What follows belongs to an exercise in optimizing a design on an open flow for small area; a production flow would make more cautious choices. Only simulation tests tie the RTL to the original design; equivalence was not proved. The flow treats the clock pin as an ideal source, which a real chip does not have.

==> v31 <==
// poker_board
module poker_board (
	input        Clk,
	input        Reset,
	input  [7:0] Switches,
	input        SCEN,
	input        Ack,
	input        Check,
	input        Bet,
	input        Call,
	input        Fold,
	output [3:0] Card1, Card2, Card3, Card4, Card5,
	output [3:0] Player1card1, Player1card2, Player2card1, Player2card2,
	output [7:0] Player1balance, Player2balance,
	output       PlayerTurn,
	output       DispCards,
	output       Winner,
	output       Gameover,
	output [5:0] Player1state,
	output [5:0] Player2state,
	output       Betting,
	output [31:0] Digits
);
Settings: LEC_CHECK=0, ABC_AREA=1, CAP_MARGIN=20, CORE_MARGIN=2, CORE_UTILIZATION=40, GPL_TIMING_DRIVEN=0, SLEW_MARGIN=20; clock period 20.0 ns.
standard.sh (not shown) runs the stock make flow with config.mk's settings and CLKGATE_MAP_FILE= SYNTH_SCRIPT=/design/flow/synth_recipe.tcl, a recipe that flattens the netlist after the stock synthesis.
==> flow/flow/run.sh <==
#!/bin/bash
# Own layout flow: the standard synthesis, then its combinational logic
# re-mapped by ABC for area (every register instance is kept as it is; of a
# few ABC scripts the one giving the smallest area is used), then the standard flow's
# standard layout from floorplan to finish, with the smallest buffer on the
# ports and no dummy loads in the clock tree.
set -euo pipefail
W=$(pwd)
R=$W/orfs/results/$FLOW_PLATFORM/poker_board/base
LIB=$FLOW_HOME/platforms/$FLOW_PLATFORM/lib/sky130_fd_sc_hd__tt_025C_1v80.lib

bash standard.sh synth > $W/log_1_synth.txt 2>&1
cp $R/1_2_yosys.v $W/std_1_2_yosys.v

DONT_USE=$(sed -n '/^export DONT_USE_CELLS += /,/^$/p' $FLOW_HOME/platforms/$FLOW_PLATFORM/config.mk \
	| grep -o 'sky130_fd_sc_hd__[a-z0-9_]*' | sed 's/^/-dont_use /' | tr '\n' ' ')

# candidate ABC scripts, run in parallel
resyn() {
	local S=$1
	local n=$(basename $S .abc)
	yosys -p "
read_liberty -ignore_miss_func $LIB
read_verilog $W/std_1_2_yosys.v
hierarchy -check -top $FLOW_TOP
setattr -mod -set keep_hierarchy 1 sky130_fd_sc_hd__df* sky130_fd_sc_hd__edf* sky130_fd_sc_hd__conb_1
flatten
rename -hide w:*.*
opt -purge
abc -liberty $LIB -script $S $DONT_USE $FLOW_TOP
opt_clean -purge
select $FLOW_TOP
tee -o $W/abc_$n.stat stat -liberty $LIB
write_verilog -noattr -nohex -nodec -selected $W/abc_$n.v
" > $W/log_2_resyn_$n.txt 2>&1
}
jobs_max=${NUM_CORES:-4}
for S in $W/flow/area*.abc; do
	while (( $(jobs -rp | wc -l) >= jobs_max )); do sleep 1; done
	resyn $S &
done
wait

best=""
best_area=""
for S in $W/flow/area*.abc; do
	n=$(basename $S .abc)
	a=$(grep "Chip area" $W/abc_$n.stat 2>/dev/null | awk '{print $NF}' || true)
	echo "$n $a" >> $W/resyn_areas.txt
	[[ -n "$a" ]] || continue
	if [[ -z "$best" ]] || awk "BEGIN{exit !($a < $best_area)}"; then
		best=$n
		best_area=$a
	fi
done
echo "chosen $best $best_area" >> $W/resyn_areas.txt

yosys -p "
read_liberty -lib $LIB
read_verilog $W/abc_$best.v
hierarchy -check -top $FLOW_TOP
hilomap -singleton -hicell sky130_fd_sc_hd__conb_1 HI -locell sky130_fd_sc_hd__conb_1 LO
splitnets
opt_clean -purge
insbuf -buf sky130_fd_sc_hd__buf_1 A X
check -assert
tee -o $W/resyn_stat.txt stat -liberty $LIB
write_verilog -noattr -nohex -nodec $W/resyn_1_2_yosys.v
" > $W/log_3_resyn_check.txt 2>&1

cp $W/resyn_1_2_yosys.v $R/1_2_yosys.v
rm -f $R/1_synth.odb
bash standard.sh BUFFER_PORTS_ARGS="-buffer_cell sky130_fd_sc_hd__buf_1" \
	PRE_CTS_TCL=$W/flow/pre_cts.tcl CTS_ARGS="-sink_clustering_enable -repair_clock_nets -dont_use_dummy_load -buf_list sky130_fd_sc_hd__clkbuf_8" finish > $W/log_4_layout.txt 2>&1
Other scripts of this flow, unchanged in this note and not shown: flow/flow/area1.abc, flow/flow/area2.abc, flow/flow/area3.abc, flow/flow/area4.abc, flow/flow/area5.abc, flow/flow/area6.abc, flow/flow/pre_cts.tcl
==> inputs of v19, as changes to v31 <==
--- a/flow/flow/run.sh
+++ b/flow/flow/run.sh
@@ -5,3 +5,4 @@
 # standard layout from floorplan to finish, with the smallest buffer on the
-# ports and no dummy loads in the clock tree.
+# ports and a clock tree of clkbuf_8 (characterized for at most 100 ps slew)
+# with no dummy loads.
 set -euo pipefail
@@ -72,3 +73,3 @@
 rm -f $R/1_synth.odb
-bash standard.sh BUFFER_PORTS_ARGS="-buffer_cell sky130_fd_sc_hd__buf_1" \
-	PRE_CTS_TCL=$W/flow/pre_cts.tcl CTS_ARGS="-sink_clustering_enable -repair_clock_nets -dont_use_dummy_load -buf_list sky130_fd_sc_hd__clkbuf_8" finish > $W/log_4_layout.txt 2>&1
+bash standard.sh BUFFER_PORTS_ARGS="-buffer_cell sky130_fd_sc_hd__buf_1" PRE_CTS_TCL=$W/flow/pre_cts.tcl \
+	CTS_ARGS="-sink_clustering_enable -repair_clock_nets -dont_use_dummy_load -buf_list sky130_fd_sc_hd__clkbuf_8" finish > $W/log_4_layout.txt 2>&1
- CORE_UTILIZATION: 40 -> 60
==> impl_summary.log <==
INFO  metric placeableCoreArea = 0.0144 mm^2
INFO  metric outcome = timing/DRC/antenna clean
INFO  metric sh_seq_area = 0.271
INFO  metric die-height = 125 um
INFO  metric place_inst = 1,467
INFO  metric start_util = 0.610
INFO  metric fillerInstances = 1,302
INFO  metric min_period_over_period = 0.648
INFO  metric dr_wl_met2 = 11.7 mm
INFO  metric groute.layer.met1.usage = 0.494
-- figures above: v19

==> impl_summary.log <==
INFO  metric die-height = 152 um
INFO  metric outcome = timing/DRC/antenna clean
INFO  metric grt_use_met3 = 0.0290
INFO  metric placeableCoreArea = 0.0217 mm^2
INFO  metric min_period_over_period = 0.620
INFO  metric start_util = 0.406
INFO  metric groute.layer.met1.usage = 0.350
INFO  metric fillerInstances = 2,258
INFO  metric dr_wl_met2 = 12.4 mm
INFO  metric whs_path_depth = 2
INFO  metric place_inst = 1,561
INFO  metric sh_seq_area = 0.268
-- figures above: v31

==> separate check: timing with driven ports <==
No port has a modelled driver above. Below, the same layouts with a new extraction and two added sets of constraints. Step 1, drivers: a clkbuf_16 drives Clk and a buf_2 each remaining input, both assumed. Step 2, shift: input delay + t, output delay - t, t = (earliest + latest rising clock arrival at the registers) / 2. This alone moves slack from input paths to output paths. Slacks: ideal / step 1 / step 2; pairs: ideal / step 1.
run	t, ns	slack for setup (ns)	hold WS [ns]	worst data-port slew with drivers (ns)
v31	0.417	7.606 / 7.606 / 7.606	0.512 / 0.512 / 0.512	0.03
v19	0.413	7.050 / 7.050 / 7.050	0.497 / 0.497 / 0.497	0.03
After both steps setup and hold are still met in every run listed.
